This is an optimization exercise on Yosys and OpenROAD, whose aim is small area, not a production implementation. Only simulation tests tie the RTL to the original design; equivalence was not proved. No driver is modelled on the clock port, so clocking that relies on it looks cheaper here than on a real chip. Power is estimated from default activity; no workload was simulated.

Design top, start of the top module:
module top(
input clk,
input rst,
input minplus, hrplus,
output [3:0]out,
output [6:0]Display,
output ledtest,
output plustest
    );
clock: 10.0 ns
lec_check: 0
cap_margin: 20
core_margin: 2
core_utilization: 70
place_density: 0.8
slew_margin: 20
standard.sh (not shown) runs the stock make flow with config.mk's settings and CLKGATE_MAP_FILE= SYNTH_SCRIPT=/design/flow/synth_recipe.tcl, a recipe that flattens the netlist after the stock synthesis.
==> flow/flow/run.sh <==
#!/bin/bash
# Own layout flow: the standard ORFS flow, with these changes:
#  - synthesis: the standard flow's synthesis script, but without the adder extraction
#    (ADDER_MAP_FILE empty) and with area-only ABC scripts (deepsyn with a
#    few seeds, then amap) in place of ORFS's delay-driven one; the smallest
#    mapping is kept (flow/abc_override.tcl);
#  - port buffers: sky130_fd_sc_hd__buf_1 instead of the resizer's default;
#  - clock: instead of an H-tree, flow/pre_cts.tcl (run by ORFS's CTS step
#    before clock_tree_synthesis, which then leaves the buffered clock alone)
#    drives the registers from a few clock buffers fed by the clock port.
# Each tool's output goes to the ORFS logs under orfs/logs; make's own output
# goes to flow_make.log in this folder.
set -euo pipefail
W=$(pwd)
mkdir -p "$W/abc_scripts"
scripts=""
for seed in $(seq 0 15); do
  f="$W/abc_scripts/deepsyn_$seed.abc"
  printf '%s\n' strash '&get -n' "&deepsyn -S $seed -J 50 -T 120" '&put' 'dch -f' amap > "$f"
  scripts="$scripts $f"
done
{
  printf 'set own_abc_scripts {%s}\n' "$scripts"
  cat "$W/flow/abc_override.tcl"
  cat "$W/synth_recipe.tcl"
} > "$W/own_synth.tcl"
export OWN_CLK_GROUPS=3
export OWN_CLK_BUF=sky130_fd_sc_hd__clkbuf_8
bash "$W/standard.sh" "SYNTH_SCRIPT=$W/own_synth.tcl" "ADDER_MAP_FILE=" \
  "BUFFER_PORTS_ARGS=-buffer_cell sky130_fd_sc_hd__buf_1" \
  "PRE_CTS_TCL=$W/flow/pre_cts.tcl" finish > "$W/flow_make.log" 2>&1
==> flow/flow/abc_override.tcl <==
# Yosys's abc pass as ORFS calls it, but run once per ABC script in
# own_abc_scripts (in place of the script ORFS gives it, and without the
# delay target); the mapping with the smallest cell area is kept.
proc own_area {} {
  global own_liberty
  set s [tee -q -s result.string stat -liberty $own_liberty]
  if { [regexp {Chip area for module '[^']*': ([0-9.eE+-]+)} $s -> a] } {
    return $a
  }
  return 1e30
}
proc abc {args} {
  global own_abc_scripts own_liberty
  set i [lsearch -exact $args -D]
  if { $i >= 0 } { set args [lreplace $args $i [expr { $i + 1 }]] }
  set own_liberty [lindex $args [expr { [lsearch -exact $args -liberty] + 1 }]]
  set i [expr { [lsearch -exact $args -script] + 1 }]
  yosys design -save own_pre_abc
  set best 1e30
  set n 0
  foreach script $own_abc_scripts {
    if { $n > 0 } { yosys design -load own_pre_abc }
    yosys abc {*}[lreplace $args $i $i $script]
    set a [own_area]
    puts "own abc: $script gives cell area $a"
    if { $a < $best } {
      set best $a
      yosys design -save own_best_abc
    }
    incr n
  }
  yosys design -load own_best_abc
  puts "own abc: kept cell area $best"
}
==> flow/flow/pre_cts.tcl <==
# Clock distribution without CTS: the registers are split into
# OWN_CLK_GROUPS groups by position (k-means), and each group's clock pins
# are driven by one OWN_CLK_BUF buffer at the group's centroid, fed straight
# from the clock port.
set dbu [[ord::get_db_tech] getDbUnitsPerMicron]
set pins {}
set pts {}
foreach p [get_pins -hierarchical */CLK] {
  set bb [[[sta::sta_to_db_pin $p] getInst] getBBox]
  lappend pins $p
  lappend pts [list [expr {([$bb xMin] + [$bb xMax]) / 2.0 / $dbu}] [expr {([$bb yMin] + [$bb yMax]) / 2.0 / $dbu}]]
}
set k $::env(OWN_CLK_GROUPS)
set n [llength $pins]
# initial centres: registers spread along the sorted x order
set order [lsort -real -indices [lmap q $pts {lindex $q 0}]]
set cent {}
for {set i 0} {$i < $k} {incr i} {
  lappend cent [lindex $pts [lindex $order [expr {int(($i + 0.5) * $n / $k)}]]]
}
for {set it 0} {$it < 50} {incr it} {
  set asg {}
  foreach q $pts {
    set best 0; set bd 1e30
    for {set i 0} {$i < $k} {incr i} {
      set c [lindex $cent $i]
      set d [expr {abs([lindex $q 0] - [lindex $c 0]) + abs([lindex $q 1] - [lindex $c 1])}]
      if {$d < $bd} { set bd $d; set best $i }
    }
    lappend asg $best
  }
  set new {}
  for {set i 0} {$i < $k} {incr i} {
    set sx 0; set sy 0; set m 0
    foreach q $pts a $asg { if {$a == $i} { set sx [expr {$sx + [lindex $q 0]}]; set sy [expr {$sy + [lindex $q 1]}]; incr m } }
    if {$m > 0} { lappend new [list [expr {$sx / $m}] [expr {$sy / $m}]] } else { lappend new [lindex $cent $i] }
  }
  set cent $new
}
for {set i 0} {$i < $k} {incr i} {
  set grp {}
  foreach p $pins a $asg { if {$a == $i} { lappend grp $p } }
  if {[llength $grp] == 0} { continue }
  puts "clock buffer $i at [lindex $cent $i] for [llength $grp] registers"
  insert_buffer -buffer_cell $::env(OWN_CLK_BUF) -net clk -load_pins $grp -buffer_name clkbuf_own_$i -location [lindex $cent $i]
}
The starting point produced a clean layout.
Rerun with:
--- a/flow/flow/run.sh
+++ b/flow/flow/run.sh
@@ -17 +17 @@
-for seed in $(seq 0 15); do
+for seed in $(seq 0 31); do
@@ -27,2 +27,2 @@
-export OWN_CLK_GROUPS=3
-export OWN_CLK_BUF=sky130_fd_sc_hd__clkbuf_8
+export OWN_CLK_GROUPS=2
+export OWN_CLK_BUF=sky130_fd_sc_hd__clkbuf_16
Settings changed: CORE_UTILIZATION 70 to 40, PLACE_DENSITY 0.8 to default.
Result: The changed run passed the timing, DRC and antenna checks. Setup slack gets better by 0.17 ns. Routed wire length drops by 7.9%. Combinational power barely changes.
Rerun with:
--- a/flow/flow/abc_override.tcl
+++ b/flow/flow/abc_override.tcl
@@ -5,0 +6 @@
+  opt_clean -purge
Settings changed: GPL_TIMING_DRIVEN from default to 0.
Routed wire length decreases by a few percent.
Sequential share of layout area increases by 0.12 points.
Total power hardly moves.
Fmax drops by a few percent.
Clock skew climbs by 0.0051 ns.
First-iteration DRC count falls by about a fifth.
Via count is lower by a few percent.
Global-route usage drops by 0.30 points.
Synthesized cell count is unchanged.
Rerun with:
--- a/flow/flow/run.sh
+++ b/flow/flow/run.sh
@@ -17 +17 @@
-for seed in $(seq 0 31); do
+for seed in $(seq 0 15); do
--- a/flow/flow/abc_override.tcl
+++ b/flow/flow/abc_override.tcl
@@ -6 +5,0 @@
-  opt_clean -purge
Settings changed: GPL_TIMING_DRIVEN 0 to default.
Result:
- total power is about the same
- setup slack is worse by 0.10 ns
- wire length came out higher by 5.1%
- sequential cell count stays the same
- clock skew stays flat
- first-iteration DRC count is higher by 6.0%
Rerun with:
--- a/flow/flow/run.sh
+++ b/flow/flow/run.sh
@@ -7,0 +8,3 @@
+#    the buffers synthesis leaves (the one on the constant output) are
+#    removed at floorplan (REMOVE_ABC_BUFFERS), as the standard flow's
+#    timing-driven placement does;
@@ -17 +20 @@
-for seed in $(seq 0 15); do
+for seed in $(seq 0 31); do
@@ -31 +34 @@
-  "PRE_CTS_TCL=$W/flow/pre_cts.tcl" finish > "$W/flow_make.log" 2>&1
+  "PRE_CTS_TCL=$W/flow/pre_cts.tcl" "REMOVE_ABC_BUFFERS=1" finish > "$W/flow_make.log" 2>&1
--- a/flow/flow/abc_override.tcl
+++ b/flow/flow/abc_override.tcl
@@ -5,0 +6 @@
+  opt_clean -purge
Settings changed: GPL_TIMING_DRIVEN from default to 0.
Outcome: Total power drops by 0.40%. Hold slack stays flat. Final cell count drops by 0.49%.

-- re-timing with driven ports --
In the flow no input, the clock included, has a driving cell. The finished layouts below were timed again as built, in two steps. Step 1 sets driving cells, clkbuf_16 on the clock port and buf_2 on the other inputs (assumed; they add their load-dependent delay and slew). Step 2 times the ports against the registers' clock, not the clock port: input delays grow and output delays shrink by t, the midpoint of the rising clock arrivals with the driver on. Three values: no drivers, after step 1, after step 2; two values: the first two.
run	t (ns)	setup WS [ns]	worst data-port slew with drivers (ns)
the first run	0.198	4.993 / 4.948 / 5.146	0.03
the second run	0.200	5.167 / 5.121 / 5.320	0.04
the third run	0.204	5.017 / 4.967 / 5.171	0.03
the fourth run	0.204	4.916 / 4.869 / 5.073	0.03
the fifth run	0.202	4.913 / 4.866 / 5.067	0.04
After both steps every run listed still meets setup and hold.
